What follows belongs to an exercise in optimizing a design on an open flow for small area; a production flow would make more cautious choices.
Where RTL was checked, it was by simulation tests only, not by an equivalence proof against the original.
For runs 1 and 5 to 7, only the layout was checked, not whether the RTL still works.
No activity file was given, so power comes from the tool's default toggle rates.

--- flow/flow/run.sh ---
#!/bin/bash
set -euo pipefail
bash standard.sh BUFFER_PORTS_ARGS="-buffer_cell sky130_fd_sc_hd__buf_1" finish > standard.log 2>&1
--- flow/standard.sh ---
#!/bin/bash
# synth_recipe.tcl (not shown) runs the flow's synth.tcl, then flattens the netlist and writes it again
# the make line also repeats each setting of config.mk as NAME=value (left out here)
make -C /OpenROAD-flow-scripts/flow DESIGN_CONFIG=/design/flow/config.mk WORK_HOME=/design/flow/orfs CLKGATE_MAP_FILE= SYNTH_SCRIPT=/design/flow/synth_recipe.tcl "${@:-finish}"
--- flow/config.mk ---
export PLATFORM = sky130hd
export DESIGN_NAME = accel
export DESIGN_NICKNAME = accel
export VERILOG_FILES = /design/flow/design.v
export SDC_FILE = /design/flow/constraint.sdc
export NUM_CORES = 4
export LEC_CHECK = 0
export CAP_MARGIN = 20
export CORE_MARGIN = 2
export CORE_UTILIZATION = 60
export SLEW_MARGIN = 20
--- flow/constraint.sdc ---
create_clock -name core_clock -period 5.0 [get_ports {clock}]
set_input_delay 1.0000 -clock core_clock [delete_from_list [all_inputs] [get_ports {clock}]]
set_output_delay 1.0000 -clock core_clock [all_outputs]
set_load 0.01 [all_outputs]
--- flow/design.v ---
module adder #
(
  parameter ADDER_BITS = 8
)
(
  input                         clock,
  input                         reset,
  input                         rd_fire,
  input                         rd_first,
  input        [ADDER_BITS-1:0] rd_data,
  output       [ADDER_BITS-1:0] c_data
);
  logic [ADDER_BITS-1:0] acc;
  always_ff @(posedge clock)
    if (reset)
      acc <= 'd0;
    else if (rd_fire)
      acc <= (rd_first ? '0 : acc) + rd_data;
  assign c_data = acc;
endmodule
module csr #
 (parameter HOST_ADDR_BITS = 8,
  parameter HOST_DATA_BITS = 32
)
(
  input                         clock,
  input                         reset,
  input                         host_req_valid,
  input                         host_req_opcode,
  input    [HOST_ADDR_BITS-1:0] host_req_addr,
  input    [HOST_DATA_BITS-1:0] host_req_value,
  output                        host_req_deq,
  output                        host_resp_valid,
  output logic [HOST_DATA_BITS-1:0] host_resp_bits,
  output                        launch,
  input                         finish,
  input    [HOST_DATA_BITS-1:0] cycles,
  output   [HOST_DATA_BITS-1:0] length,
  output   [HOST_DATA_BITS-1:0] a_addr,
  output   [HOST_DATA_BITS-1:0] b_addr,
  output   [HOST_DATA_BITS-1:0] c_addr
);
  localparam NUM_REG = 6;
  logic rsp;
  always_ff @(posedge clock)
    if (reset)
      rsp <= 1'b0;
    else
      rsp <= host_req_valid & ~host_req_opcode & ~rsp;
  assign host_req_deq = host_req_valid & ~rsp;
  logic [HOST_DATA_BITS-1:0] rf [NUM_REG-1:0];
  logic        [NUM_REG-1:0] sel;
  logic [HOST_DATA_BITS-1:0] wdata;
  logic                      done;
  assign wdata = reset ? '0 : finish ? cycles : host_req_value;
  genvar i;
  for (i = 0; i < NUM_REG; i++) begin : g_reg
    wire hit = host_req_valid & ~rsp & (host_req_addr == i*4);
    wire wen = hit & host_req_opcode;
    always_ff @(posedge clock)
      if (reset)
        sel[i] <= 1'b0;
      else
        sel[i] <= hit & ~host_req_opcode;
    if (i == 0) begin : g_ctrl
      always_ff @(posedge clock)
        if (reset)
          done <= 1'b0;
        else if (finish)
          done <= 1'b1;
        else if (wen)
          done <= 1'b0;
      always_ff @(posedge clock)
        if (reset | wen)
          rf[i] <= wdata;
    end else if (i == 1) begin : g_cycles
      always_ff @(posedge clock)
        if (reset | finish | wen)
          rf[i] <= wdata;
    end else begin : g_plain
      always_ff @(posedge clock)
        if (reset | wen)
          rf[i] <= wdata;
    end
  end
  logic sel0_val, sel0_done;
  assign sel0_val = sel[0] & ~done;
  assign sel0_done = sel[0] & done;
  always_comb begin
    host_resp_bits = (rf[0] & {HOST_DATA_BITS{sel0_val}})
                   | {{(HOST_DATA_BITS-2){1'b0}}, sel0_done, 1'b0};
    for (int k = 1; k < NUM_REG; k++)
      host_resp_bits = host_resp_bits | (rf[k] & {HOST_DATA_BITS{sel[k]}});
  end
  assign host_resp_valid = rsp;
  assign launch = rf[0][0] & ~done;
  assign length = rf[2];
  assign a_addr = rf[3];
  assign b_addr = rf[4];
  assign c_addr = rf[5];
endmodule
module mmu #
(
  parameter MEM_LEN_BITS = 8,
  parameter MEM_ADDR_BITS = 32,
  parameter HOST_DATA_BITS = 32
)
(
  input                         clock,
  input                         reset,
  output                        mem_req_valid,
  output                        mem_req_opcode,
  output     [MEM_LEN_BITS-1:0] mem_req_len,
  output    [MEM_ADDR_BITS-1:0] mem_req_addr,
  output                        mem_wr_valid,
  input                         mem_rd_valid,
  output                        mem_rd_ready,
  input                         launch,
  output                        finish,
  output   [HOST_DATA_BITS-1:0] cycles,
  input    [HOST_DATA_BITS-1:0] length,
  input    [HOST_DATA_BITS-1:0] a_addr,
  input    [HOST_DATA_BITS-1:0] b_addr,
  input    [HOST_DATA_BITS-1:0] c_addr,
  output                        rd_fire,
  output                        rd_first
);
  typedef enum logic [2:0] {IDLE   = 3'b000,
                            REQ_A  = 3'b001,
                            DATA_A = 3'b010,
                            REQ_B  = 3'b011,
                            DATA_B = 3'b110,
                            REQ_C  = 3'b101,
                            DATA_C = 3'b111,
                            FIN    = 3'b100} state_t;
  state_t nstate, cstate;
  logic [HOST_DATA_BITS-1:0] cnt;
  logic [HOST_DATA_BITS-1:0] cnt_inc;
  logic [HOST_DATA_BITS-1:0] cyc;
  logic                      last;
  assign cnt_inc = cnt + 1'b1;
  assign last = cnt_inc == length;
  always_ff @(posedge clock)
    if (reset)
      cstate <= IDLE;
    else
      cstate <= nstate;
  always_comb begin
    nstate = cstate;
    case (cstate)
      IDLE:   if (launch) nstate = REQ_A;
      REQ_A:  nstate = DATA_A;
      DATA_A: if (mem_rd_valid) nstate = REQ_B;
      REQ_B:  nstate = DATA_B;
      DATA_B: if (mem_rd_valid) nstate = REQ_C;
      REQ_C:  nstate = DATA_C;
      DATA_C: if (last) nstate = FIN; else nstate = REQ_A;
      FIN:    nstate = IDLE;
      default: ;
    endcase
  end
  always_ff @(posedge clock)
    if (reset | cstate == IDLE)
      cnt <= '0;
    else if (cstate == DATA_C)
      cnt <= cnt_inc;
  always_ff @(posedge clock)
    if (reset | cstate == IDLE)
      cyc <= '1;
    else
      cyc <= cyc + 1'b1;
  assign cycles = cyc;
  assign finish = cstate == FIN;
  logic [HOST_DATA_BITS-1:0] base;
  assign base = (cstate == REQ_A) ? a_addr
              : (cstate == REQ_B) ? b_addr
              : c_addr;
  assign mem_req_valid = (cstate == REQ_A) | (cstate == REQ_B) | (cstate == REQ_C);
  assign mem_req_opcode = cstate == REQ_C;
  assign mem_req_len = 'd0;
  logic [HOST_DATA_BITS-1:0] ap, gg, pp;
  always_comb begin
    ap = base ^ cnt;
    gg = base & cnt;
    pp = ap;
    for (int l = 0; l < $clog2(HOST_DATA_BITS); l++)
      for (int i = 0; i < HOST_DATA_BITS; i++)
        if (((i >> l) & 1) == 1) begin
          gg[i] = gg[i] | (pp[i] & gg[((i >> l) << l) - 1]);
          pp[i] = pp[i] & pp[((i >> l) << l) - 1];
        end
  end
  assign mem_req_addr = ap ^ {gg[HOST_DATA_BITS-2:0], 1'b0};
  assign mem_rd_ready = (cstate == DATA_A) | (cstate == DATA_B);
  assign mem_wr_valid = cstate == DATA_C;
  assign rd_fire = mem_rd_ready & mem_rd_valid;
  assign rd_first = cstate == DATA_A;
endmodule
module accel #
( parameter HOST_ADDR_BITS = 8,
  parameter HOST_DATA_BITS = 32,
  parameter MEM_LEN_BITS = 8,
  parameter MEM_ADDR_BITS = 32,
  parameter MEM_DATA_BITS = 64
)
(
  input                         clock,
  input                         reset,
  input                         host_req_valid,
  input                         host_req_opcode,
  input    [HOST_ADDR_BITS-1:0] host_req_addr,
  input    [HOST_DATA_BITS-1:0] host_req_value,
  output                        host_req_deq,
  output                        host_resp_valid,
  output   [HOST_DATA_BITS-1:0] host_resp_bits,
  output                        mem_req_valid,
  output                        mem_req_opcode,
  output     [MEM_LEN_BITS-1:0] mem_req_len,
  output    [MEM_ADDR_BITS-1:0] mem_req_addr,
  output                        mem_wr_valid,
  output    [MEM_DATA_BITS-1:0] mem_wr_bits,
  input                         mem_rd_valid,
  input     [MEM_DATA_BITS-1:0] mem_rd_bits,
  output                        mem_rd_ready
);
  localparam ADDER_BITS = 8;
  logic                      launch;
  logic                      finish;
  logic [HOST_DATA_BITS-1:0] cycles;
  logic [HOST_DATA_BITS-1:0] length;
  logic [HOST_DATA_BITS-1:0] a_addr;
  logic [HOST_DATA_BITS-1:0] b_addr;
  logic [HOST_DATA_BITS-1:0] c_addr;
  logic                      rd_fire;
  logic                      rd_first;
  logic     [ADDER_BITS-1:0] c_data;
  csr #
  (
    .HOST_ADDR_BITS(HOST_ADDR_BITS),
    .HOST_DATA_BITS(HOST_DATA_BITS)
  )
  c
  (
    .clock           (clock),
    .reset           (reset),
    .host_req_valid  (host_req_valid),
    .host_req_opcode (host_req_opcode),
    .host_req_addr   (host_req_addr),
    .host_req_value  (host_req_value),
    .host_req_deq    (host_req_deq),
    .host_resp_valid (host_resp_valid),
    .host_resp_bits  (host_resp_bits),
    .launch          (launch),
    .finish          (finish),
    .cycles          (cycles),
    .length          (length),
    .a_addr          (a_addr),
    .b_addr          (b_addr),
    .c_addr          (c_addr)
  );
  adder #
  (
    .ADDER_BITS(ADDER_BITS)
  )
  a
  (
    .clock    (clock),
    .reset    (reset),
    .rd_fire  (rd_fire),
    .rd_first (rd_first),
    .rd_data  (mem_rd_bits[ADDER_BITS-1:0]),
    .c_data   (c_data)
  );
  mmu #
  (
    .MEM_LEN_BITS(MEM_LEN_BITS),
    .MEM_ADDR_BITS(MEM_ADDR_BITS),
    .HOST_DATA_BITS(HOST_DATA_BITS)
  )
  m
  (
    .clock          (clock),
    .reset          (reset),
    .mem_req_valid  (mem_req_valid),
    .mem_req_opcode (mem_req_opcode),
    .mem_req_len    (mem_req_len),
    .mem_req_addr   (mem_req_addr),
    .mem_wr_valid   (mem_wr_valid),
    .mem_rd_valid   (mem_rd_valid),
    .mem_rd_ready   (mem_rd_ready),
    .launch         (launch),
    .finish         (finish),
    .cycles         (cycles),
    .length         (length),
    .a_addr         (a_addr),
    .b_addr         (b_addr),
    .c_addr         (c_addr),
    .rd_fire        (rd_fire),
    .rd_first       (rd_first)
  );
  assign mem_wr_bits = {{(MEM_DATA_BITS-ADDER_BITS){1'b0}}, c_data};
endmodule
==> out/results.txt, run 1 <==
Max IR drop VDD: 0.0002615 V
Combinational Power Share: 12.9%
Worst EP arrival: 4.08 ns
final design utilization: 69.74%
number of remaining DRC errors: 0
post-synthesis async set-or-reset flop share: 0%
core area: 0.02333 mm^2
I/O pin cnt: 251
DR vias/cell: 5.960
ys flop type: edfxtp_1
TritonCTS clock tree: yes
Die Area: 0.02484 mm^2
Fin. Hold Viols: 0
final antenna-violating net count: 0
H-tree levels: 1
Critical Path Start Type: flip-flop
number of enable flip-flop cells after synthesis: 192
GRT overflow: 0
Synth Area per Inst: 11.04 um^2
vias in the first global route: 9785
placed insts: 1706
worst slew pin tran: 1.005 ns
max-slew violations: 0
DR WL/cell: 20.75 um
sequential share of the synthesized area: 52.47%
area leader, netlist: edfxtp_1
worst-path fanout max: 9
cts hold-fix bufs: 0
WP data required: 4.00 ns
Die W: 157.6 um
Hold WC Path Type: reg2reg
Distinct cells, synth: 68
proportion of layout cells with a drive suffix above 1: 11.98%
CP endpoint kind: primary output
initial antenna violation count: 0
top cells by count, synth: edfxtp_1, nand2_1, nor2_1, dfxtp_1
Non-Filler Instances: 1772
Synth area leaders: edfxtp_1, dfxtp_1, a222oi_1
drt initial violations: 1251
Min Clock Period, post-route: 5.084 ns
NumNets Final: 1586
clock latency (worst-skew pair): 0.56 ns
ant diodes: 0
maxcap violations: 0
Layout Check Fail Reasons: setup timing
via count: 10560
outcome: finished with violations
drt pass-1 iters: 7
Power Density: 349.6 mW/mm^2
clock skew: 0.009221 ns
Root Driver: clkbuf_16
Clock power frac: 40.0%
Detail Placement HPWL: 24580 um
static leakage: 6.378 nW
WL final: 36770 um
Port Buffers: 130
Yosys top cell area share: 40.73%
Hold Slack: 0.4263 ns
post-route cell area: 0.01627 mm^2
part of the power in registers: 47.1%
Cells after Synth: 1282
RSZ-0062 raised after global routing: true
area grow syn2layout: 14.97%
Slew Limit Headroom: 32.87%
part of the cycle the worst path needs: 101.7%
cts bufs inserted: 29
Yosys reg bits: 275
Initial Util: 60.67%
Clock Sinks: 275
P_int: 0.004244 W
yosys warns: 4
fill count: 1791
CTS clk-pin slew, worst paths: 0.06 ns
cell with the most instances after synthesis: edfxtp_1
first-pass GRT wire length: 54900 um
CTS Buffer Depth: 3
die height: 157.6 um
worst setup margin: -0.08397 ns
dpl cell area: 0.01486 mm^2
critical path class: reg2out
final setup fails: 5
All-Layer GR Usage: 29.28%
switching share of power: 25.39%
Row Count: 56
max frequency: 196.7 MHz
Sw Pwr: 0.001444 W
largest net degree at the start of global routing: 47
Mapped Area: 0.01415 mm^2
gpl congestion: 0.8498
[logic make-up after synthesis]
logic type | synth area share (%)
compound gates | 13.77
xor+xnor | 6.930
fa+ha+maj | 4.296
buf+inv | 6.179
flops | 52.47
mux | 2.334
other cells | 0.02649
simple gates | 13.99
[per-stage QoR]
stage / total power [W] / TNS (ns) / setup slack, ns
after floorplan: 0.003230 / 0 / 0.2496
after global placement: 0.003407 / 0 / 0.1922
after detailed placement: 0.003421 / 0 / 0.08554
after CTS: 0.005684 / -0.4680 / -0.1161
after global routing: 0.005897 / -1.269 / -0.1961
final: 0.005689 / -0.1364 / -0.08397
[power groups by stage]
stage / Clock [W] / Combinational [W] / Sequential (W)
5_1_grt: 0.00239 / 0.000818 / 0.00269
6_report: 0.00228 / 0.000733 / 0.00268
3_3_place_gp: 0 / 0.000688 / 0.00272
2_1_floorplan: 0 / 0.000532 / 0.00270
3_5_place_dp: 0 / 0.000697 / 0.00272
4_1_cts: 0.00229 / 0.000716 / 0.00268
[placed cells by master, fill, tap and decap left out, types with 37 or more instances in the layout]
cell type	n
o21ai_0	55
buf_1	117
nor2_1	88
dfxtp_1	75
xor2_1	62
nand2_1	124
edfxtp_1	192
conb_1	64
nand3_1	37
a222oi_1	63
buf_4	44
a21oi_1	48
xnor2_1	49
[path summary, 6_finish.rpt]
path	start	end	slack (ns)	cells past startpoint
max	m.cstate[2]	mem_req_addr[22]	-0.08	15
min	m.cyc[0]	m.cyc[0]	0.43	1
max reg2reg	m.cnt[3]	m.cstate[0]	1.51	9
min reg2reg	m.cyc[0]	m.cyc[0]	0.43	1
[state kept, by name (all words and copies together) (netlist names)]
register,flops
m.cyc,32
c.rf,192
c.sel,6
c.rsp,1
m.cnt,32
c.done,1
m.cstate,3
a.acc,8
[critical path: stages (launching register included)]
cell	delay, ns
dfxtp_4	0.36
nand3b_1	0.24
buf_6	0.19
buf_8	0.15
mux2i_1	0.11
o21ai_0	0.39
ha_1	0.34
a21boi_0	0.16
nor2_1	0.21
o21ai_4	0.10
a211o_1	0.32
a2111oi_4	0.34
o31ai_2	0.13
a21oi_1	0.20
xnor2_1	0.13
buf_2	0.14
[metal layers]
metal / track usage (%) / share of wire, % / wire, um / up-vias
met5: 0 / 0 / 0 / -
met4: 7.186 / 1.8 / 673 / 0
met3: 4.462 / 9.0 / 3296 / 50
met2: 45.66 / 46 / 16770 / 501
met1: 43.36 / 44 / 16020 / 5027
li1: - / - / - / 4983
[what timing repair did]
item	CTS	global route
resized for setup	40	40
pin swaps	12	17
gates cloned	0	1
endpoints found under the setup margin	15	16
setup buffers	8	5
[cell type report]
| type | count | area (um^2) | share of cell area (%) |
|---|---|---|---|
| Clock buffer | 34 | 744.5 | 4.575 |
| Inverter | 24 | 90.09 | 0.5536 |
| Tap cell | 319 | 399.1 | 2.453 |
| Multi-Input combinational cell | 921 | 6395 | 39.30 |
| Timing Repair Buffer | 181 | 943.4 | 5.797 |
| Clock inverter | 18 | 261.5 | 1.607 |
| Sequential cell | 275 | 7440 | 45.72 |
==> inputs of run 2 (changes only) <==
--- a/flow/design.v
+++ b/flow/design.v
@@ -138,8 +138,28 @@
   logic [HOST_DATA_BITS-1:0] cnt_inc;
   logic [HOST_DATA_BITS-1:0] cyc;
   logic                      last;
-  assign cnt_inc = cnt + 1'b1;
-  assign last = cnt_inc == length;
+  localparam H = HOST_DATA_BITS / 2;
+  logic cnt_wrap;
+  logic cyc_wrap;
+  logic last_q;
+  logic [HOST_DATA_BITS-1:0] cnt_cy, cyc_cy, cyc_inc;
+  assign cnt_cy[0] = 1'b1;
+  assign cyc_cy[0] = 1'b1;
+  assign cnt_cy[H] = cnt_wrap;
+  assign cyc_cy[H] = cyc_wrap;
+  for (genvar i = 1; i < HOST_DATA_BITS; i++) begin : g_cy
+    if (i != H) begin : g_rc
+      assign cnt_cy[i] = cnt_cy[i-1] & cnt[i-1];
+      assign cyc_cy[i] = cyc_cy[i-1] & cyc[i-1];
+    end
+  end
+  assign cnt_inc = cnt ^ cnt_cy;
+  assign cyc_inc = cyc ^ cyc_cy;
+  always_ff @(posedge clock) begin
+    cnt_wrap <= &cnt[H-1:0];
+    last_q <= cnt_inc == length;
+  end
+  assign last = last_q;
   always_ff @(posedge clock)
     if (reset)
       cstate <= IDLE;
@@ -165,10 +185,13 @@
     else if (cstate == DATA_C)
       cnt <= cnt_inc;
   always_ff @(posedge clock)
-    if (reset | cstate == IDLE)
+    if (reset | cstate == IDLE) begin
       cyc <= '1;
-    else
-      cyc <= cyc + 1'b1;
+      cyc_wrap <= 1'b1;
+    end else begin
+      cyc <= cyc_inc;
+      cyc_wrap <= (&cyc[H-1:1]) & ~cyc[0];
+    end
   assign cycles = cyc;
   assign finish = cstate == FIN;
   logic [HOST_DATA_BITS-1:0] base;
@@ -178,19 +201,7 @@
   assign mem_req_valid = (cstate == REQ_A) | (cstate == REQ_B) | (cstate == REQ_C);
   assign mem_req_opcode = cstate == REQ_C;
   assign mem_req_len = 'd0;
-  logic [HOST_DATA_BITS-1:0] ap, gg, pp;
-  always_comb begin
-    ap = base ^ cnt;
-    gg = base & cnt;
-    pp = ap;
-    for (int l = 0; l < $clog2(HOST_DATA_BITS); l++)
-      for (int i = 0; i < HOST_DATA_BITS; i++)
-        if (((i >> l) & 1) == 1) begin
-          gg[i] = gg[i] | (pp[i] & gg[((i >> l) << l) - 1]);
-          pp[i] = pp[i] & pp[((i >> l) << l) - 1];
-        end
-  end
-  assign mem_req_addr = ap ^ {gg[HOST_DATA_BITS-2:0], 1'b0};
+  assign mem_req_addr = base + cnt;
   assign mem_rd_ready = (cstate == DATA_A) | (cstate == DATA_B);
   assign mem_wr_valid = cstate == DATA_C;
   assign rd_fire = mem_rd_ready & mem_rd_valid;
--- a/flow/config.mk
+++ b/flow/config.mk
@@ -8,4 +8,6 @@
 export CAP_MARGIN = 20
 export CORE_MARGIN = 2
 export CORE_UTILIZATION = 60
+export CTS_CLUSTER_DIAMETER = 120
+export CTS_CLUSTER_SIZE = 32
 export SLEW_MARGIN = 20
==> run 2 against run 1 <==
Net effect:
- now clean on timing, DRC and antenna
- final area is 7.1% lower
- largest cell class unchanged
- highest routed layer unchanged
- combinational power is 16% lower
- fmax is 7.8% higher
- sequential power hardly changed
- clock-buffer cell count is 15 lower
- routed wire length is 8.3% lower
==> out/results.txt, run 2 <==
outcome: no timing/DRC/antenna violations
Row Count: 56
cell with the most instances after synthesis: edfxtp_1
Post CTS Setup Buffer Count: 0
critical path class: reg2out
CTS clk-pin slew, worst paths: 0.12 ns
Min Clock Period, post-route: 4.716 ns
cts bufs inserted: 12
clock latency (worst-skew pair): 0.49 ns
Die Area: 0.02475 mm^2
CTS Buffer Depth: 3
yosys warns: 4
Post-Synth Adder-Cell Area: 8.798%
final antenna-violating net count: 0
Regs by FF count: c.rf x192, m.cnt x32, m.cyc x32
Yosys top cell area share: 40.87%
post-synthesis async set-or-reset flop share: 0%
WL final: 33720 um
CP endpoint kind: primary output
ys flop type: edfxtp_1
commonest non-fill, non-tap cell in the layout: edfxtp_1
Synth area leaders: edfxtp_1, dfxtp_1, ha_1
placed insts: 1631
H-tree levels: 1
r2r worst-path depth: 19
All-Layer GR Usage: 27.04%
Max IR drop VDD: 0.0002372 V
Worst R2R End: m.last_q
worst r2r src: m.cnt[0]
number of enable flip-flop cells after synthesis: 192
sequential share of the synthesized area: 53.07%
Critical Path Start Type: flip-flop
worst slew pin tran: 0.9843 ns
Cells after Synth: 1227
largest net degree at the start of global routing: 45
TNS Setup: 0 ns
static leakage: 5.797 nW
DR WL/cell: 20.42 um
drt pass-1 iters: 6
post-synthesis simple-gate area fraction: 11.00%
Hold Path Sink: m.cyc[0]
via count: 9847
initial antenna violation count: 0
Initial Util: 60.64%
Yosys reg bits: 278
die height: 157.3 um
RSZ-0062 raised after global routing: false
max-slew violations: 0
vias in the first global route: 9140
multiplexer share of the synthesized area: 2.350%
proportion of layout cells with a drive suffix above 1: 6.156%
worst-path fanout max: 14
clock skew: 0.01827 ns
I/O pin cnt: 251
maxcap violations: 0
core area: 0.02326 mm^2
commonest non-fill, non-tap cells in the layout: edfxtp_1, nand2_1, buf_1, ha_1, dfxtp_1
Die W: 157.3 um
Biggest register: c.rf
Total Power: 0.004493 W
TritonCTS clock tree: yes
WHS Path Cells: 1
Port Buffers: 130
WP data required: 4.00 ns
drt initial violations: 1246
final design utilization: 64.98%
part of the cycle the worst path needs: 94.31%
HP Start: m.cyc[0]
DR vias/cell: 5.964
Power Density: 297.2 mW/mm^2
Distinct cells, synth: 77
Non-Filler Instances: 1651
cts hold-fix bufs: 0
Fin. Hold Viols: 0
GRT overflow: 0
number of remaining DRC errors: 0
area grow syn2layout: 7.157%
area leader, netlist: edfxtp_1
NumNets Final: 1533
Root Driver: clkbuf_16
PostCTS Resize Cnt: 0
fill count: 1902
first-pass GRT wire length: 50920 um
Detail Placement HPWL: 23810 um
Worst EP arrival: 3.72 ns
Slew Limit Headroom: 33.98%
max frequency: 212.1 MHz
max FFs per register: 192
Mapped Area: 0.01411 mm^2
gpl congestion: 0.8459
final setup fails: 0
post-synthesis xor/xnor area fraction: 4.222%
Clock Sinks: 278
Synth Area in Compound Gates: 15.08%
R2R Setup Slk: 0.67 ns
largest family of logic cells by synthesized area: compound AO/OA/AOI/OAI gates
top cells by count, synth: edfxtp_1, nand2_1, ha_1, dfxtp_1, buf_4
Synth Area per Inst: 11.50 um^2
Hold WC Path Type: reg2reg
ant diodes: 0
## run 2: per-layer routing
metal | vias up | wire [um] | share of wire [%] | global-route usage [%]
li1 | 4707 | - | - | -
met1 | 4697 | 14970 | 44 | 39.36
met2 | 416 | 15620 | 46 | 43.98
met3 | 27 | 2628 | 7.8 | 3.304
met4 | 0 | 505 | 1.5 | 5.584
met5 | - | 0 | 0 | 0
## run 2: area by class of cell
class | instances | area [um^2] | area share, %
Timing Repair Buffer | 147 | 633.1 | 4.188
Clock buffer | 19 | 347.8 | 2.301
Tap cell | 319 | 399.1 | 2.640
Multi-Input combinational cell | 873 | 6176 | 40.85
Sequential cell | 278 | 7497 | 49.59
Inverter | 14 | 52.55 | 0.3476
Clock inverter | 1 | 11.26 | 0.07449
## run 2: logic make-up after synthesis
logic type,after synthesis
flip-flops,278
buffers and inverters,139
XOR/XNOR,68
other,1
adder cells (fa/ha/maj),98
AND/OR/NAND/NOR,328
multiplexers,33
AO/OA/AOI/OAI,282
## run 2: where the power goes
group / leakage (nW) / switching [W] / internal, W
Clock: 0.173 / 0.000685 / 0.000496
Combinational: 2.97 / 0.000388 / 0.000231
Sequential: 2.66 / 0.0000818 / 0.00261
## run 2: how the worst max path moves through the flow
stage | start | endpoint | slack [ns] | cells after the start
final | m.cstate[2] | mem_req_addr[31] | 0.28 | 13
after global placement | m.cnt[0] | m.last_q | 0.72 | 19
after detailed placement | m.cstate[1] | mem_req_addr[30] | 0.69 | 12
after global routing | m.cstate[2] | mem_req_addr[30] | 0.01 | 12
after floorplan | host_req_addr[1] | c.rf[1][0] | 0.44 | 4
after CTS | m.cstate[1] | mem_req_addr[30] | 0.16 | 12
## run 2: stage by stage
stage / hold WS, ns / cell area, um^2 / worst slack, ns
4_1_cts: 0.4676 / 15110 / 0.1575
3_3_place_gp: 0.4363 / 14750 / 0.7226
6_report: 0.4617 / 15120 / 0.2844
5_1_grt: 0.4911 / 15120 / 0.01279
3_5_place_dp: 0.4421 / 14750 / 0.6893
2_1_floorplan: 0.3828 / 14340 / 0.4403
## run 2: worst max-delay path: stages, from the launching register on
cell and delay [ns]:
dfxtp_1 0.32, nand2b_2 0.31, buf_4 0.24, nand2_1 0.06
o21ai_0 0.22, ha_1 0.35, a2111oi_2 0.40, o21ai_2 0.15
a31oi_4 0.26, o21ai_2 0.13, o221ai_2 0.25, a31oi_1 0.14
xnor2_1 0.19, buf_1 0.17
==> inputs of run 3 (changes only) <==
--- a/flow/config.mk
+++ b/flow/config.mk
@@ -8,6 +8,6 @@
 export CAP_MARGIN = 20
 export CORE_MARGIN = 2
 export CORE_UTILIZATION = 60
-export CTS_CLUSTER_DIAMETER = 120
-export CTS_CLUSTER_SIZE = 32
+export CTS_CLUSTER_DIAMETER = 100
+export CTS_CLUSTER_SIZE = 25
 export SLEW_MARGIN = 20
==> run 3 against run 2 <==
Net effect:
- routed wire length is 0.42% higher
- sequential cell count stayed put
- fmax about the same
- synthesized area unchanged
- clock power is 11% higher
- core utilization rose by 0.34 points
- total power grew 2.9%
- sequential power barely moved
- critical path depth unchanged
- first-iteration DRC count fell by 5.9%
- global-route usage increased by 0.13 points
==> out/results.txt, run 3 <==
outcome: no timing/DRC/antenna violations
drt pass-1 iters: 9
CP endpoint kind: primary output
cts bufs inserted: 15
worst slew pin tran: 0.9944 ns
Worst R2R End: m.last_q
gpl congestion: 0.8459
Regs by FF count: c.rf x192, m.cnt x32, m.cyc x32
DR vias/cell: 5.947
drt initial violations: 1172
pre-CTS setup slack: 0.6893 ns
area grow syn2layout: 7.725%
r2r worst-path depth: 19
die height: 157.3 um
Slew Limit Headroom: 33.57%
FF+latch area: 0.007497 mm^2
Power Density: 304.3 mW/mm^2
I/O pin cnt: 251
met3 global-route usage: 3.579%
fill count: 1893
worst r2r src: m.cnt[0]
Clock Sinks: 278
core area: 0.02326 mm^2
number of enable flip-flop cells after synthesis: 192
GRT busiest layer: met2
cell with the most instances after synthesis: edfxtp_1
Post-Synth Adder-Cell Area: 8.798%
top cells by count, synth: edfxtp_1, nand2_1, ha_1, dfxtp_1, buf_4
final antenna-violating net count: 0
WP data required: 4.00 ns
first-pass GRT wire length: 51250 um
Worst EP arrival: 3.71 ns
number of remaining DRC errors: 0
Min Clock Period, post-route: 4.711 ns
met2 usage: 44.52%
Root Driver: clkbuf_16
GRT overflow: 0
Critical Path Start Type: flip-flop
Biggest register: c.rf
HP Start: m.cyc[0]
Multi-input gate area: 0.006176 mm^2
part of the cycle the worst path needs: 94.22%
vias in the first global route: 9247
commonest non-fill, non-tap cell in the layout: edfxtp_1
NumNets Final: 1536
area leader, netlist: edfxtp_1
Fin. Hold Viols: 0
sequential share of the synthesized area: 53.07%
post-synthesis async set-or-reset flop share: 0%
Synth area leaders: edfxtp_1, dfxtp_1, ha_1
CTS Buffer Depth: 3
ys flop type: edfxtp_1
Die Area: 0.02475 mm^2
Yosys top cell area share: 40.87%
post-synthesis simple-gate area fraction: 11.00%
multiplexer share of the synthesized area: 2.350%
max frequency: 212.3 MHz
yosys warns: 4
Die W: 157.3 um
Row Count: 56
cts hold-fix bufs: 0
Cells after Synth: 1227
post-synthesis xor/xnor area fraction: 4.222%
Distinct cells, synth: 77
critical path class: reg2out
Synth Area per Inst: 11.50 um^2
met1 usage: 39.08%
static leakage: 5.837 nW
Detail Placement HPWL: 23810 um
H-tree levels: 1
largest family of logic cells by synthesized area: compound AO/OA/AOI/OAI gates
initial antenna violation count: 0
WHS Path Cells: 1
clock latency (worst-skew pair): 0.50 ns
TNS Setup: 0 ns
worst-path fanout max: 14
clock skew: 0.02117 ns
final setup fails: 0
Max IR drop VDD: 0.0002726 V
Mapped Area: 0.01411 mm^2
Port Buffers: 130
proportion of layout cells with a drive suffix above 1: 6.428%
Hold Path Sink: m.cyc[0]
largest net degree at the start of global routing: 45
TritonCTS clock tree: yes
R2R Setup Slk: 0.65 ns
max FFs per register: 192
RSZ-0062 raised after global routing: false
commonest non-fill, non-tap cells in the layout: edfxtp_1, nand2_1, buf_1, ha_1, dfxtp_1
Yosys reg bits: 278
Hold WC Path Type: reg2reg
WL final: 33860 um
maxcap violations: 0
via count: 9854
Initial Util: 60.64%
All-Layer GR Usage: 27.18%
DR WL/cell: 20.43 um
Synth Area in Compound Gates: 15.08%
ant diodes: 0
CTS clk-pin slew, worst paths: 0.10 ns
max-slew violations: 0
worst setup margin: 0.2890 ns
==> run 3: cell counts after synthesis <==
Identical to the previous run, type by type.
==> run 3: cell families (layout without fill, tap and decap cells) <==
group	Yosys count	in the layout
xor+xnor	68	68
other cells	1	64
fa+ha+maj	98	98
compound gates	282	282
buf+inv	139	187
mux	33	33
simple gates	328	328
flops	278	278
==> run 3: how the worst max path moves through the flow <==
stage / depth (start not counted) / slack (ns) / start / to
CTS: 12 / 0.16 / m.cstate[1] / mem_req_addr[30]
detailed placement: 12 / 0.69 / m.cstate[1] / mem_req_addr[30]
floorplan: 4 / 0.44 / host_req_addr[1] / c.rf[1][0]
finish: 13 / 0.29 / m.cstate[2] / mem_req_addr[31]
global placement: 19 / 0.72 / m.cnt[0] / m.last_q
global route: 12 / 0.02 / m.cstate[2] / mem_req_addr[30]
==> run 3: power by group <==
| group | switching, W | internal, W | total, W | leakage [nW] |
|---|---|---|---|---|
| clock | 0.000729 | 0.000583 | 0.00131 | 0.213 |
| combinational | 0.000389 | 0.000231 | 0.000619 | 2.97 |
| sequential | 0.0000813 | 0.00261 | 0.00269 | 2.66 |
| total | 0.00120 | 0.00343 | 0.00462 | 5.84 |
==> run 3: final cells by class <==
type	count	share of cell area, %
clock buffer	23	2.668
inverter	14	0.3458
multi-input combinational	873	40.64
timing repair buffer	147	4.166
clock inverter	3	0.2223
tap	319	2.626
sequential	278	49.33
==> run 3: what timing repair did <==
action,4_1_cts,5_1_grt
gates resized for setup,0,4
setup buffers,0,0
setup endpoints to repair,0,6
hold endpoints to repair,0,0
==> run 3: metrics by stage <==
| step | area [um^2] | util, % | cells | power, W | hold WS, ns |
|---|---|---|---|---|---|
| floorplan | 14340 | - | 1290 | 0.003182 | 0.3828 |
| global route | 15200 | 65.33 | 1657 | 0.004826 | 0.4869 |
| detailed placement | 14750 | 63.41 | 1631 | 0.003365 | 0.4421 |
| CTS | 15190 | 65.30 | 1657 | 0.004646 | 0.4631 |
| finish | 15200 | 65.33 | 1657 | 0.004625 | 0.4582 |
| global placement | 14750 | 63.41 | 1631 | 0.003347 | 0.4363 |
==> run 3: metal layers <==
layer | wire length, um | share of wire, % | up-vias
met5 | 0 | 0 | -
met4 | 546 | 1.6 | 0
met3 | 2777 | 8.2 | 29
met2 | 15760 | 47 | 425
met1 | 14770 | 44 | 4686
li1 | - | - | 4714
==> run 3: critical path: stages (launching register included) <==
cell,delay [ns]
dfxtp_1,0.32
nand2b_2,0.30
buf_4,0.23
nand2_1,0.06
o21ai_0,0.23
ha_1,0.35
a2111oi_2,0.40
o21ai_2,0.15
a31oi_4,0.26
o21ai_2,0.13
o221ai_2,0.26
a31oi_1,0.15
xnor2_1,0.19
buf_1,0.17
==> inputs of run 4 (changes only) <==
==> flow/flow/run.sh (replaced) <==
#!/bin/bash
set -euo pipefail
bash standard.sh BUFFER_PORTS_ARGS="-buffer_cell sky130_fd_sc_hd__buf_1" SKIP_REPAIR_TIE_FANOUT=1 finish > standard.log 2>&1
==> run 4 against run 3 <==
Net effect:
- sequential share of layout area up 0.74 points
- critical path depth down 1
- clock skew up 0.0064 ns
- sequential cell count unchanged
- core utilization down 0.96 points
- synthesized cell count unchanged
- via count down 1.4%
- clock-buffer cell count up 1
- combinational power about the same
- critical endpoint is now mem_req_addr[30]
==> out/results.txt, run 4 <==
Initial Util: 60.64%
area grow syn2layout: 6.137%
largest net degree at the start of global routing: 65
I/O pin cnt: 251
Hold Slack: 0.4547 ns
yosys warns: 4
number of enable flip-flop cells after synthesis: 192
Synth area leaders: edfxtp_1, dfxtp_1, ha_1
proportion of layout cells with a drive suffix above 1: 6.740%
FF+latch area: 0.007497 mm^2
placed insts: 1569
max frequency: 210.0 MHz
Distinct cells, synth: 77
sequential share of the synthesized area: 53.07%
ant diodes: 0
commonest non-fill, non-tap cell in the layout: edfxtp_1
static leakage: 5.634 nW
area leader, netlist: edfxtp_1
Fin. Hold Viols: 0
Yosys top cell area share: 40.87%
Biggest register: c.rf
Min Clock Period, post-route: 4.761 ns
clock latency (worst-skew pair): 0.50 ns
critical path class: reg2out
max FFs per register: 192
All-Layer GR Usage: 27.43%
Die Area: 0.02475 mm^2
core area: 0.02326 mm^2
initial antenna violation count: 0
drt pass-1 iters: 7
Slew Limit Headroom: 31.66%
worst slew pin tran: 1.023 ns
number of remaining DRC errors: 0
max-slew violations: 0
Detail Placement HPWL: 23520 um
CTS Buffer Depth: 3
maxcap violations: 0
cts bufs inserted: 15
Non-Filler Instances: 1595
Multi-input gate area: 0.005939 mm^2
RSZ-0062 raised after global routing: false
Yosys reg bits: 278
cts hold-fix bufs: 0
Mapped Area: 0.01411 mm^2
crit-path most repeated cell: o21ai_0
final antenna-violating net count: 0
critical-path cell list: buf_12, mux2i_1, o21ai_0, ha_1, o21ai_0, o21ai_1, a32o_1, nor2b_1, o21bai_1, o311ai_1, xor2_1, buf_1
Clock Sinks: 278
gpl congestion: 0.8377
worst-path fanout max: 31
Port Buffers: 130
final design utilization: 64.37%
fill count: 1924
Hold WC Path Type: reg2reg
clock skew: 0.02753 ns
NumNets Final: 1474
DR vias/cell: 6.092
final setup fails: 0
first-pass GRT wire length: 51480 um
Root Driver: clkbuf_16
drt initial violations: 1291
top cells by count, synth: edfxtp_1, nand2_1, ha_1, dfxtp_1, buf_4
outcome: no timing/DRC/antenna violations
WP data required: 4.00 ns
CTS clk-pin slew, worst paths: 0.10 ns
TritonCTS clock tree: yes
H-tree levels: 1
dpl cell area: 0.01452 mm^2
GRT overflow: 0
CP endpoint kind: primary output
ys flop type: edfxtp_1
Regs by FF count: c.rf x192, m.cnt x32, m.cyc x32
post-route cell area: 0.01497 mm^2
Power Density: 308.9 mW/mm^2
Worst EP arrival: 3.76 ns
die height: 157.3 um
Max IR drop VDD: 0.0002850 V
via count: 9717
DR WL/cell: 21.22 um
commonest non-fill, non-tap cells in the layout: edfxtp_1, nand2_1, buf_1, ha_1, dfxtp_1
CP max stage cell: dfxtp_4
TNS Setup: 0 ns
Post CTS Setup Buffer Count: 0
Die W: 157.3 um
cell with the most instances after synthesis: edfxtp_1
Synth Area per Inst: 11.50 um^2
part of the cycle the worst path needs: 95.22%
vias in the first global route: 9229
WL final: 33850 um
Cells after Synth: 1227
post-synthesis async set-or-reset flop share: 0%
Critical Path Start Type: flip-flop
CP peak stage delay: 0.53 ns
PostCTS Resize Cnt: 0
Row Count: 56
run 4: final timing paths:
check	start	endpoint	slack [ns]	depth (start not counted)
worst max-delay path	m.cstate[1]	mem_req_addr[30]	0.24	12
worst min-delay path	m.cyc[0]	m.cyc[0]	0.45	1
worst min register to register	m.cyc[0]	m.cyc[0]	0.45	1
worst max register to register	m.cnt[0]	m.last_q	0.75	19
run 4: per-layer routing:
metal	track usage [%]	share of wire [%]	vias to the layer above
li1	-	-	4655
met4	5.714	1.8	0
met1	40.15	45	4676
met3	4.268	7.8	32
met5	0	0	-
met2	43.67	46	354
run 4: power breakdown:
| group | internal, W | switching, W | total, W |
|---|---|---|---|
| registers | 0.00261 | 0.0000814 | 0.00269 |
| clock network | 0.000585 | 0.000725 | 0.00131 |
| logic | 0.000232 | 0.000390 | 0.000622 |
| total | 0.00343 | 0.00120 | 0.00462 |
run 4: through the flow:
stage,power (W),worst slack [ns]
after floorplan,0.003182,0.4403
after global placement,0.003352,0.6811
after detailed placement,0.003369,0.6041
after CTS,0.004647,0.05614
after global routing,0.004827,0.05905
final,0.004625,0.2392
run 4: kinds of logic after synthesis:
group	after synthesis	synth area share, %
simple gates	328	11.00
flops	278	53.07
xor+xnor	68	4.222
compound gates	282	15.08
fa+ha+maj	98	8.798
other cells	1	0.02658
mux	33	2.350
buf+inv	139	5.454
run 4: layout make-up:
cell class / count / share of cell area, %
inverter: 14 / 0.3510
tap: 319 / 2.666
clock inverter: 2 / 0.2590
multi-input combinational: 810 / 39.67
timing repair buffer: 148 / 4.253
sequential: 278 / 50.07
clock buffer: 24 / 2.733
run 4: worst max-delay path, delay by kind of cell (launching register included):
family	cells	cell delay (ns)
AOI/OAI and AO/OA	6	1.46
xor gates and xnor gates	1	0.16
adders and majority gates	1	0.41
buffers and inverters	2	0.45
DFF	1	0.53
muxes	1	0.10
and+or+nand+nor	1	0.14
==> inputs of run 5 (changes only) <==
--- a/flow/design.v
+++ b/flow/design.v
@@ -135,31 +135,35 @@
                             FIN    = 3'b100} state_t;
   state_t nstate, cstate;
   logic [HOST_DATA_BITS-1:0] cnt;
-  logic [HOST_DATA_BITS-1:0] cnt_inc;
   logic [HOST_DATA_BITS-1:0] cyc;
-  logic                      last;
+  logic                      last_q;
+  logic                      op_a, op_b, op_c, op_l, op_ci;
+  logic [HOST_DATA_BITS-1:0] opnd;
+  logic [HOST_DATA_BITS-1:0] sum;
+  assign op_a = cstate == REQ_A;
+  assign op_b = cstate == REQ_B;
+  assign op_c = cstate == REQ_C;
+  assign op_l = (cstate == DATA_A) | (cstate == DATA_B);
+  assign op_ci = op_l | (cstate == DATA_C);
+  assign opnd = (a_addr & {HOST_DATA_BITS{op_a}})
+              | (b_addr & {HOST_DATA_BITS{op_b}})
+              | (c_addr & {HOST_DATA_BITS{op_c}})
+              | (~length & {HOST_DATA_BITS{op_l}});
+  assign sum = opnd + cnt + op_ci;
+  always_ff @(posedge clock)
+    if (op_l)
+      last_q <= &sum;
   localparam H = HOST_DATA_BITS / 2;
-  logic cnt_wrap;
-  logic cyc_wrap;
-  logic last_q;
-  logic [HOST_DATA_BITS-1:0] cnt_cy, cyc_cy, cyc_inc;
-  assign cnt_cy[0] = 1'b1;
+  logic                      cyc_wrap;
+  logic [HOST_DATA_BITS-1:0] cyc_cy, cyc_inc;
   assign cyc_cy[0] = 1'b1;
-  assign cnt_cy[H] = cnt_wrap;
   assign cyc_cy[H] = cyc_wrap;
   for (genvar i = 1; i < HOST_DATA_BITS; i++) begin : g_cy
     if (i != H) begin : g_rc
-      assign cnt_cy[i] = cnt_cy[i-1] & cnt[i-1];
       assign cyc_cy[i] = cyc_cy[i-1] & cyc[i-1];
     end
   end
-  assign cnt_inc = cnt ^ cnt_cy;
   assign cyc_inc = cyc ^ cyc_cy;
-  always_ff @(posedge clock) begin
-    cnt_wrap <= &cnt[H-1:0];
-    last_q <= cnt_inc == length;
-  end
-  assign last = last_q;
   always_ff @(posedge clock)
     if (reset)
       cstate <= IDLE;
@@ -174,7 +178,7 @@
       REQ_B:  nstate = DATA_B;
       DATA_B: if (mem_rd_valid) nstate = REQ_C;
       REQ_C:  nstate = DATA_C;
-      DATA_C: if (last) nstate = FIN; else nstate = REQ_A;
+      DATA_C: if (last_q) nstate = FIN; else nstate = REQ_A;
       FIN:    nstate = IDLE;
       default: ;
     endcase
@@ -183,7 +187,7 @@
     if (reset | cstate == IDLE)
       cnt <= '0;
     else if (cstate == DATA_C)
-      cnt <= cnt_inc;
+      cnt <= sum;
   always_ff @(posedge clock)
     if (reset | cstate == IDLE) begin
       cyc <= '1;
@@ -194,15 +198,11 @@
     end
   assign cycles = cyc;
   assign finish = cstate == FIN;
-  logic [HOST_DATA_BITS-1:0] base;
-  assign base = (cstate == REQ_A) ? a_addr
-              : (cstate == REQ_B) ? b_addr
-              : c_addr;
-  assign mem_req_valid = (cstate == REQ_A) | (cstate == REQ_B) | (cstate == REQ_C);
-  assign mem_req_opcode = cstate == REQ_C;
+  assign mem_req_valid = op_a | op_b | op_c;
+  assign mem_req_opcode = op_c;
   assign mem_req_len = 'd0;
-  assign mem_req_addr = base + cnt;
-  assign mem_rd_ready = (cstate == DATA_A) | (cstate == DATA_B);
+  assign mem_req_addr = sum;
+  assign mem_rd_ready = op_l;
   assign mem_wr_valid = cstate == DATA_C;
   assign rd_fire = mem_rd_ready & mem_rd_valid;
   assign rd_first = cstate == DATA_A;
==> flow/flow/run.sh (replaced) <==
#!/bin/bash
set -euo pipefail
bash standard.sh BUFFER_PORTS_ARGS="-buffer_cell sky130_fd_sc_hd__buf_1" finish > standard.log 2>&1
==> run 5 against run 4 <==
Net effect:
- sequential cell count is 1 lower
- combinational power shrank 1%
- first-iteration DRC count down 8.7%
- critical path depth rose by 6
- synthesized cell count down 5.1%
- critical endpoint is now mem_req_addr[28]
- largest power group unchanged
==> out/results.txt, run 5 <==
outcome: no timing/DRC/antenna violations
first-pass GRT wire length: 51580 um
final setup fails: 0
sequential share of the synthesized area: 55.90%
initial antenna violation count: 0
critical-path cell list: nand2b_4, nor2_4, nand2_1, o21ai_1, a221oi_2, buf_4, fa_2, fa_2, nor2b_4, o2111ai_2, nand3_2, a31o_1, a31o_4, buf_6, a31o_4, a221oi_2, xnor2_1, buf_2
Cells after Synth: 1165
CP Launch Point: m.cstate[2]
die height: 153.3 um
gpl congestion: 0.8488
Biggest register: c.rf
Die Area: 0.02350 mm^2
clock skew: 0.02577 ns
Clock Sinks: 277
proportion of layout cells with a drive suffix above 1: 11.94%
Mapped Area: 0.01338 mm^2
Worst EP arrival: 3.92 ns
drt initial violations: 1179
DR WL/cell: 21.67 um
RSZ-0062 raised after global routing: true
area grow syn2layout: 12.77%
Power Density: 305.0 mW/mm^2
CTS clk-pin slew, worst paths: 0.10 ns
part of the cycle the worst path needs: 98.50%
Die W: 153.3 um
Synth Area per Inst: 11.48 um^2
TNS Setup: 0 ns
Yosys reg bits: 277
Row Count: 54
I/O pin cnt: 251
ys flop type: edfxtp_1
static leakage: 5.730 nW
fill count: 1651
maxcap violations: 0
via count: 9912
worst slew pin tran: 1.082 ns
cell with the most instances after synthesis: edfxtp_1
final antenna-violating net count: 0
CTS Buffer Depth: 3
Max IR drop VDD: 0.0002260 V
number of enable flip-flop cells after synthesis: 193
clock latency (worst-skew pair): 0.51 ns
area leader, netlist: edfxtp_1
Distinct cells, synth: 61
Fin. Hold Viols: 0
GRT overflow: 0
CP max stage cell: dfxtp_2
Detail Placement HPWL: 21810 um
critical path class: reg2out
TritonCTS clock tree: yes
Yosys top cell area share: 43.33%
top cells by count, synth: edfxtp_1, nand2_1, dfxtp_1, a21oi_1, ha_1
Hold WC Path Type: reg2reg
worst-path fanout max: 3
worst setup margin: 0.07521 ns
DR vias/cell: 6.214
WHS Path Cells: 1
number of remaining DRC errors: 0
Port Buffers: 130
core area: 0.02182 mm^2
max-slew violations: 0
cts bufs inserted: 15
post-synthesis async set-or-reset flop share: 0%
WP data required: 4.00 ns
cts hold-fix bufs: 0
CP endpoint kind: primary output
All-Layer GR Usage: 28.12%
largest net degree at the start of global routing: 35
drt pass-1 iters: 10
Critical Path Start Type: flip-flop
commonest non-fill, non-tap cells in the layout: edfxtp_1, nand2_1, buf_1, dfxtp_1, a21oi_1
Slew Limit Headroom: 27.72%
commonest non-fill, non-tap cell in the layout: edfxtp_1
HP Start: m.cyc[0]
ant diodes: 0
WL final: 34570 um
pre-CTS setup slack: 0.2406 ns
Min Clock Period, post-route: 4.925 ns
worst r2r src: m.cstate[2]
Initial Util: 61.29%
NumNets Final: 1484
Multi-input gate area: 0.005624 mm^2
H-tree levels: 1
max FFs per register: 192
Regs by FF count: c.rf x192, m.cnt x32, m.cyc x32
max frequency: 203.1 MHz
Synth area leaders: edfxtp_1, dfxtp_1, ha_1
vias in the first global route: 9366
r2r worst-path depth: 23
FF+latch area: 0.007492 mm^2
yosys warns: 4
Root Driver: clkbuf_16
CP peak stage delay: 0.36 ns
## run 5: layout make-up
class,instances,share of cell area (%)
Clock buffer,23,2.688
Clock inverter,3,0.2737
Inverter,25,0.6221
Multi-Input combinational cell,797,37.29
Sequential cell,277,49.67
Tap cell,280,2.323
Timing Repair Buffer,190,7.134
## run 5: final timing paths
path                      end  slack [ns]
max          mem_req_addr[28]        0.08
min reg2reg          m.cyc[0]        0.44
max reg2reg          m.last_q        0.55
min                  m.cyc[0]        0.44
## run 5: power by group
part | internal, W | switching [W]
combinational | 0.000237 | 0.000378
sequential | 0.00260 | 0.0000678
clock | 0.000583 | 0.000738
total | 0.00342 | 0.00118
## run 5: worst max-delay path: cells and delay by family, from the launching register on
kind                     cells  cell delay, ns
AO/OA/AOI/OAI                7            1.51
buffers and inverters        3            0.48
adder cells (fa/ha/maj)      2            0.46
AND/OR/NAND/NOR              5            0.42
flip-flops                   1            0.36
XOR/XNOR                     1            0.20
## run 5: cell families after synthesis
group,synth area share [%]
adders and majority gates,6.623
xor gates and xnor gates,2.582
DFF,55.90
other,0.02804
and+or+nand+nor,11.04
AOI/OAI and AO/OA,17.71
buffers and inverters,6.118
## run 5: layer usage
layer	GRT usage [%]	up-vias	routed length, um
met2	45.62	490	16290
li1	-	4597	-
met3	3.799	44	2994
met5	0	-	0
met4	5.908	0	526
met1	40.98	4781	14760
## run 5: metrics by stage
| step | utilization, % | instance area [um^2] | std cells | power (W) | hold WS [ns] |
|---|---|---|---|---|---|
| after CTS | 67.86 | 14810 | 1584 | 0.004601 | 0.4370 |
| after floorplan | - | 13610 | 1228 | 0.003116 | 0.3828 |
| final | 69.11 | 15080 | 1595 | 0.004601 | 0.4433 |
| after global routing | 69.11 | 15080 | 1595 | 0.004784 | 0.4534 |
| after global placement | 64.77 | 14130 | 1545 | 0.003281 | 0.4161 |
| after detailed placement | 64.77 | 14130 | 1545 | 0.003296 | 0.4160 |
## run 5: repair_timing
action	in CTS	in global routing
setup buffers	11	10
pin swaps	16	19
endpoints found under the setup margin	10	10
resized for setup	23	33
gates cloned	2	1
==> inputs of run 6 (changes only) <==
--- a/flow/design.v
+++ b/flow/design.v
@@ -137,19 +137,19 @@
   logic [HOST_DATA_BITS-1:0] cnt;
   logic [HOST_DATA_BITS-1:0] cyc;
   logic                      last_q;
-  logic                      op_a, op_b, op_c, op_l, op_ci;
+  logic                      op_a, op_b, op_c, op_l, op_1;
   logic [HOST_DATA_BITS-1:0] opnd;
   logic [HOST_DATA_BITS-1:0] sum;
-  assign op_a = cstate == REQ_A;
-  assign op_b = cstate == REQ_B;
-  assign op_c = cstate == REQ_C;
-  assign op_l = (cstate == DATA_A) | (cstate == DATA_B);
-  assign op_ci = op_l | (cstate == DATA_C);
+  assign op_a = ~cstate[2] & ~cstate[1];              
+  assign op_b = ~cstate[2] & cstate[1] & cstate[0];   
+  assign op_c = cstate[2] & ~cstate[1];               
+  assign op_l = cstate[1] & ~cstate[0];               
+  assign op_1 = cstate[2] & cstate[1] & cstate[0];    
   assign opnd = (a_addr & {HOST_DATA_BITS{op_a}})
               | (b_addr & {HOST_DATA_BITS{op_b}})
               | (c_addr & {HOST_DATA_BITS{op_c}})
               | (~length & {HOST_DATA_BITS{op_l}});
-  assign sum = opnd + cnt + op_ci;
+  assign sum = opnd + cnt + (op_l | op_1);
   always_ff @(posedge clock)
     if (op_l)
       last_q <= &sum;
@@ -198,8 +198,8 @@
     end
   assign cycles = cyc;
   assign finish = cstate == FIN;
-  assign mem_req_valid = op_a | op_b | op_c;
-  assign mem_req_opcode = op_c;
+  assign mem_req_valid = (cstate == REQ_A) | (cstate == REQ_B) | (cstate == REQ_C);
+  assign mem_req_opcode = cstate[2];
   assign mem_req_len = 'd0;
   assign mem_req_addr = sum;
   assign mem_rd_ready = op_l;
==> run 6 against run 5 <==
Net effect:
- still clean on timing, DRC and antenna
- clock skew shrank 0.0042 ns
- global-route usage rose by 0.57 points
- fmax increased by 1.1%
- cell count up 7.6%
- via count grew 7.3%
- non-clock buffer count is 2 lower
- final area is 3.1% higher
- synthesized cell count up 9.0%
- sequential power is essentially flat
- clock power about the same
- clock-buffer cell count down 1
- critical endpoint is now mem_req_addr[31]
==> out/results.txt, run 6 <==
proportion of layout cells with a drive suffix above 1: 10.68%
core area: 0.02278 mm^2
I/O pin cnt: 251
R2R Setup Slk: 0.59 ns
static leakage: 5.761 nW
Row Count: 55
drt pass-1 iters: 6
Yosys reg bits: 277
gpl congestion: 0.8162
Synth Area per Inst: 11.05 um^2
Clock power frac: 27.9%
Die W: 156.9 um
post-route cell area: 0.01555 mm^2
WL final: 36150 um
outcome: no timing/DRC/antenna violations
dpl cell area: 0.01464 mm^2
maxcap violations: 0
H-tree levels: 1
pre-CTS setup slack: 0.2253 ns
number of enable flip-flop cells after synthesis: 193
ys flop type: edfxtp_1
post-synthesis async set-or-reset flop share: 0%
max frequency: 205.3 MHz
largest family of logic cells by synthesized area: compound AO/OA/AOI/OAI gates
Post-Synth Adder-Cell Area: 6.313%
drt initial violations: 1218
die height: 156.9 um
P_int: 0.003439 W
commonest non-fill, non-tap cell in the layout: edfxtp_1
Min Clock Period, post-route: 4.872 ns
GRT overflow: 0
initial antenna violation count: 1
CP endpoint kind: primary output
first-pass GRT wire length: 53630 um
area leader, netlist: edfxtp_1
Detail Placement HPWL: 23670 um
RSZ-0062 raised after global routing: true
switching share of power: 26.68%
sequential share of the synthesized area: 53.29%
WP data required: 4.00 ns
Synth area leaders: edfxtp_1, dfxtp_1, ha_1
Distinct cells, synth: 78
Port Buffers: 130
multiplexer share of the synthesized area: 2.425%
area grow syn2layout: 10.83%
Biggest register: c.rf
cts bufs inserted: 15
part of the cycle the worst path needs: 97.44%
DR vias/cell: 6.195
Slew Limit Headroom: 35.69%
Die Area: 0.02463 mm^2
part of the power in registers: 56.8%
Worst EP arrival: 3.87 ns
TritonCTS clock tree: yes
clock skew: 0.02153 ns
commonest non-fill, non-tap cells in the layout: edfxtp_1, nand2_1, buf_1, dfxtp_1, a21oi_1
ant diodes: 0
Max IR drop VDD: 0.0003324 V
CTS clk-pin slew, worst paths: 0.10 ns
Yosys top cell area share: 41.30%
vias in the first global route: 9603
cell with the most instances after synthesis: edfxtp_1
worst setup margin: 0.1280 ns
worst slew pin tran: 0.9603 ns
Mapped Area: 0.01403 mm^2
yosys warns: 4
HP Start: m.cyc[0]
worst r2r src: m.cstate[0]
DR WL/cell: 21.05 um
Regs by FF count: c.rf x192, m.cnt x32, m.cyc x32
clock latency (worst-skew pair): 0.50 ns
critical path class: reg2out
Combinational Power Share: 15.3%
via count: 10640
Sw Pwr: 0.001251 W
number of remaining DRC errors: 0
top cells by count, synth: edfxtp_1, nand2_1, dfxtp_1, o21ai_0, a21oi_1
Cells after Synth: 1270
fill count: 1772
Hold Path Sink: m.cyc[0]
final setup fails: 0
Hold WC Path Type: reg2reg
CTS Buffer Depth: 3
r2r worst-path depth: 18
Initial Util: 61.60%
worst-path fanout max: 8
max FFs per register: 192
post-synthesis xor/xnor area fraction: 1.864%
Root Driver: clkbuf_16
WHS Path Cells: 1
Synth Area in Compound Gates: 16.92%
All-Layer GR Usage: 28.69%
post-synthesis simple-gate area fraction: 12.66%
Power Density: 301.6 mW/mm^2
Worst R2R End: m.last_q
CP Launch Point: m.cstate[0]
max-slew violations: 0
Critical Path Start Type: flip-flop
Fin. Hold Viols: 0
Clock Sinks: 277
final antenna-violating net count: 0
largest net degree at the start of global routing: 45
NumNets Final: 1574
==> run 6: power groups by stage <==
| stage | sequential, W | clock, W | combinational (W) |
|---|---|---|---|
| final | 0.00267 | 0.00131 | 0.000716 |
| after global routing | 0.00268 | 0.00141 | 0.000809 |
| after CTS | 0.00266 | 0.00133 | 0.000677 |
| after detailed placement | 0.00272 | 0 | 0.000665 |
| after global placement | 0.00271 | 0 | 0.000653 |
| after floorplan | 0.00270 | 0 | 0.000502 |
==> run 6: metrics by stage <==
stage	TNS, ns	hold slack [ns]	total power [W]	utilization [%]	std cells
finish	0	0.4443	0.004690	68.27	1717
global route	-0.04693	0.4679	0.004896	68.27	1717
CTS	0	0.4507	0.004670	66.52	1693
detailed placement	0	0.4304	0.003381	64.28	1666
global placement	0	0.4176	0.003363	64.28	1666
floorplan	0	0.3828	0.003199	-	1333
==> run 6: cell type report <==
| class | count | area, um^2 | area share, % |
|---|---|---|---|
| multi-input cells | 897 | 6155 | 39.58 |
| well taps | 313 | 391.6 | 2.518 |
| flip-flops and latches | 277 | 7495 | 48.19 |
| inverters | 17 | 63.81 | 0.4103 |
| clock buffers | 22 | 401.6 | 2.583 |
| clock inverters | 3 | 32.53 | 0.2092 |
| repair buffers | 188 | 1012 | 6.509 |
==> run 6: logic make-up (layout without fill, tap and decap cells) <==
kind of cell,Yosys count,after routing
and+or+nand+nor,371,371
AOI/OAI and AO/OA,330,330
DFF,277,277
buffers and inverters,159,230
adders and majority gates,69,69
muxes,34,34
xor gates and xnor gates,29,29
other,1,64
==> run 6: timing repair <==
action | 4_1_cts | 5_1_grt
hold buffers | 0 | 0
buffers inserted | 2 | 22
resized for setup | 17 | 54
endpoints found under the setup margin | 9 | 10
cloned | 0 | 2
pin swaps | 3 | 21
==> run 6: worst max-delay path by stage <==
stage / depth (start not counted) / to
final: 16 / mem_req_addr[31]
after global routing: 17 / mem_req_addr[31]
after CTS: 14 / mem_req_addr[28]
after detailed placement: 17 / mem_req_addr[31]
after global placement: 17 / mem_req_addr[31]
after floorplan: 16 / mem_req_addr[31]
==> run 6: per-layer routing <==
| layer | vias to the layer above | track usage, % | routed length (um) |
|---|---|---|---|
| li1 | 4951 | - | - |
| met1 | 5145 | 41.51 | 15540 |
| met2 | 493 | 45.93 | 16680 |
| met3 | 47 | 4.433 | 3267 |
| met4 | 0 | 6.772 | 654 |
| met5 | - | 0 | 0 |
==> run 6: critical path, stage by stage (launching register included) <==
cell and delay, ns:
dfxtp_4 0.38, nor2b_4 0.27, buf_8 0.17, nand2_1 0.06, o21ai_0 0.06, nand2_1 0.07
o21ai_1 0.18, ha_2 0.38, a31o_1 0.27, o2111ai_4 0.26, a21oi_4 0.11, o41ai_4 0.40
and2_4 0.23, mux2i_1 0.21, nand2_1 0.11, inv_1 0.08, clkbuf_2 0.13
==> inputs of run 7 (changes only) <==
--- a/flow/design.v
+++ b/flow/design.v
@@ -148,11 +148,12 @@
   assign opnd = (a_addr & {HOST_DATA_BITS{op_a}})
               | (b_addr & {HOST_DATA_BITS{op_b}})
               | (c_addr & {HOST_DATA_BITS{op_c}})
-              | (~length & {HOST_DATA_BITS{op_l}});
-  assign sum = opnd + cnt + (op_l | op_1);
+              | (~length & {HOST_DATA_BITS{op_l}})
+              | {{(HOST_DATA_BITS-1){1'b0}}, op_1};
+  assign sum = opnd + cnt;
   always_ff @(posedge clock)
     if (op_l)
-      last_q <= &sum;
+      last_q <= sum == {{(HOST_DATA_BITS-1){1'b1}}, 1'b0};
   localparam H = HOST_DATA_BITS / 2;
   logic                      cyc_wrap;
   logic [HOST_DATA_BITS-1:0] cyc_cy, cyc_inc;
==> run 7 against run 6 <==
Net effect:
- now fails the layout checks on setup timing
- critical path depth unchanged
- final area down 0.35%
- via count is 2.2% lower
- fmax down 6.8%
- global-route usage shrank 0.21 points
- critical endpoint is now mem_req_addr[30]
==> out/results.txt, run 7 <==
ant diodes: 0
Biggest register: c.rf
cts bufs inserted: 15
Hold Slack: 0.4644 ns
DR vias/cell: 6.158
NumNets Final: 1580
RSZ-0062 raised after global routing: true
Fin. Hold Viols: 0
Slew Limit Headroom: 33.72%
CP peak stage delay: 0.40 ns
Non-Filler Instances: 1690
ys flop type: edfxtp_1
yosys warns: 4
CP top delay family: compound AO/OA/AOI/OAI gates
placed insts: 1648
Cells after Synth: 1241
worst-path fanout max: 2
area leader, netlist: edfxtp_1
via count: 10410
Buf/Inv on CP: 2
number of enable flip-flop cells after synthesis: 193
DR WL/cell: 20.93 um
Min Clock Period, post-route: 5.230 ns
WL final: 35380 um
TNS Setup: -0.3847 ns
commonest non-fill, non-tap cells in the layout: edfxtp_1, nand2_1, buf_1, dfxtp_1, ha_1
final design utilization: 68.65%
area grow syn2layout: 12.44%
Port Buffers: 130
commonest non-fill, non-tap cell in the layout: edfxtp_1
die height: 155.6 um
critical-path cell list: mux2_2, a22oi_2, nand2_2, ha_4, fa_2, a21o_1, a221oi_4, nand4b_1, a31oi_4, o41ai_2, nor4b_4, o31ai_1, a21oi_1, xor2_1, inv_1, buf_2
final antenna-violating net count: 0
Total Power: 0.004681 W
Layout Check Fail Reasons: setup timing
Clock Sinks: 277
I/O pin cnt: 251
part of the cycle the worst path needs: 104.6%
CTS clk-pin slew, worst paths: 0.10 ns
worst setup margin: -0.2300 ns
Row Count: 55
WP data required: 4.00 ns
Yosys top cell area share: 42.05%
clock latency (worst-skew pair): 0.50 ns
All-Layer GR Usage: 28.49%
Distinct cells, synth: 75
Synth Area per Inst: 11.11 um^2
first-pass GRT wire length: 53260 um
Max IR drop VDD: 0.0002325 V
CP endpoint kind: primary output
Hold WC Path Type: reg2reg
Initial Util: 61.06%
vias in the first global route: 9802
worst slew pin tran: 0.9905 ns
Root Driver: clkbuf_16
TritonCTS clock tree: yes
initial antenna violation count: 0
max FFs per register: 192
clock skew: 0.02646 ns
H-tree levels: 1
Critical Path Start Type: flip-flop
post-synthesis async set-or-reset flop share: 0%
Power Density: 302.1 mW/mm^2
outcome: finished with violations
static leakage: 5.900 nW
number of remaining DRC errors: 0
sequential share of the synthesized area: 54.25%
maxcap violations: 0
CP max stage cell: edfxtp_1
CTS Buffer Depth: 3
Synth area leaders: edfxtp_1, dfxtp_1, ha_1
cell with the most instances after synthesis: edfxtp_1
Yosys reg bits: 277
drt initial violations: 1243
final setup fails: 3
Mapped Area: 0.01378 mm^2
Regs by FF count: c.rf x192, m.cnt x32, m.cyc x32
gpl congestion: 0.8395
core area: 0.02257 mm^2
critical path class: reg2out
largest net degree at the start of global routing: 40
Die Area: 0.02420 mm^2
fill count: 1748
top cells by count, synth: edfxtp_1, nand2_1, dfxtp_1, o21ai_0
Detail Placement HPWL: 23610 um
proportion of layout cells with a drive suffix above 1: 11.53%
drt pass-1 iters: 6
cts hold-fix bufs: 0
Worst EP arrival: 4.23 ns
max-slew violations: 0
max frequency: 191.2 MHz
GRT overflow: 0
Die W: 155.6 um
-- run 7: logic make-up after synthesis --
| logic type | count (synthesis) | synth area share [%] |
|---|---|---|
| buffers and inverters | 160 | 6.182 |
| other | 1 | 0.02721 |
| AND/OR/NAND/NOR | 354 | 11.99 |
| multiplexers | 35 | 2.551 |
| AO/OA/AOI/OAI | 308 | 16.08 |
| flip-flops | 277 | 54.25 |
| XOR/XNOR | 32 | 2.088 |
| adder cells (fa/ha/maj) | 74 | 6.827 |
-- run 7: layout make-up --
class	count	area, um^2	share of cell area, %
Clock inverter	4	33.78	0.2180
Sequential cell	277	7490	48.33
Timing Repair Buffer	211	1200	7.743
Clock buffer	21	397.9	2.568
Inverter	25	93.84	0.6056
Multi-Input combinational cell	867	5924	38.23
Tap cell	285	356.6	2.301
-- run 7: repair_timing --
item,CTS,global route
resized for setup,40,14
endpoints found under the setup margin,6,7
pin swaps,24,12
gates cloned,1,0
hold endpoints to repair,0,0
buffers inserted,9,7
-- run 7: worst paths after layout --
kind              startpoint  slack [ns]                to  depth (start not counted)
hold / removal      m.cyc[0]        0.46          m.cyc[0]                          1
hold reg to reg     m.cyc[0]        0.46          m.cyc[0]                          1
setup reg to reg  c.rf[5][0]        0.33          m.last_q                         18
setup / recovery  c.rf[5][0]       -0.23  mem_req_addr[30]                         16
-- run 7: routing by layer --
layer	global-route usage, %	vias to the layer above	share of wire [%]
met5	0	-	0
met4	4.893	0	1.5
met3	3.278	49	8.3
met2	48.82	472	48
met1	40.03	5028	42
li1	-	4858	-
-- run 7: power breakdown --
part	switching, W	internal, W	total, W
Sequential	0.0000653	0.00260	0.00266
Clock	0.000734	0.000573	0.00131
Combinational	0.000440	0.000272	0.000712
-- run 7: worst register-to-register path: stages, from the launching register on --
cell and delay (ns):
edfxtp_1 0.40, mux2_2 0.28, a22oi_2 0.17, nand2_2 0.12
ha_4 0.19, fa_2 0.40, a21o_1 0.21, a221oi_4 0.29
buf_4 0.16, buf_4 0.09, buf_4 0.12, o21bai_1 0.13
xnor2_1 0.17, nor4_1 0.31, nand4_1 0.16, and4b_1 0.31
nand4b_1 0.14, or4b_1 0.54, nor4_2 0.30
-- run 7: through the flow --
stage          area, um^2  setup WS [ns]
5_1_grt             15500        -0.3938
6_report            15500        -0.2300
2_1_floorplan       14020        0.05406
3_5_place_dp        14720       -0.03591
3_3_place_gp        14710       -0.01679
4_1_cts             15400        -0.3599

## separate check: timing with driven ports
The results above use ideal ports. As a check the final layouts listed here were re-extracted and re-timed, cells and wires unchanged.
Step 1, drivers: a clkbuf_16 drives clock and a buf_2 each remaining input, both assumed.
Step 2 also shifts input and output timing later by t, the mid clock arrival at the registers, as if the neighbouring blocks saw the same clock.
a / b / c = ideal / step 1 / step 2; a / b = the first two.
| run | shift t [ns] | slack for setup (ns) | hold WS [ns] | worst slew at a driven data input, ns | cell pins on the clock port's net |
|---|---|---|---|---|---|
| run 1 | 0.603 | -0.084 / -0.134 / 0.469 | 0.426 / 0.426 / 0.426 | 0.05 | 1 |
| run 2 | 0.527 | 0.284 / 0.238 / 0.670 | 0.462 / 0.462 / 0.462 | 0.04 | 1 |
| run 3 | 0.534 | 0.289 / 0.243 / 0.645 | 0.458 / 0.458 / 0.458 | 0.04 | 1 |
| run 4 | 0.527 | 0.239 / 0.198 / 0.725 | 0.455 / 0.455 / 0.455 | 0.05 | 1 |
| run 5 | 0.542 | 0.075 / 0.027 / 0.553 | 0.443 / 0.443 / 0.443 | 0.04 | 1 |
| run 6 | 0.546 | 0.128 / 0.076 / 0.592 | 0.444 / 0.444 / 0.444 | 0.06 | 1 |
| run 7 | 0.532 | -0.230 / -0.277 / 0.255 | 0.464 / 0.464 / 0.464 | 0.04 | 1 |
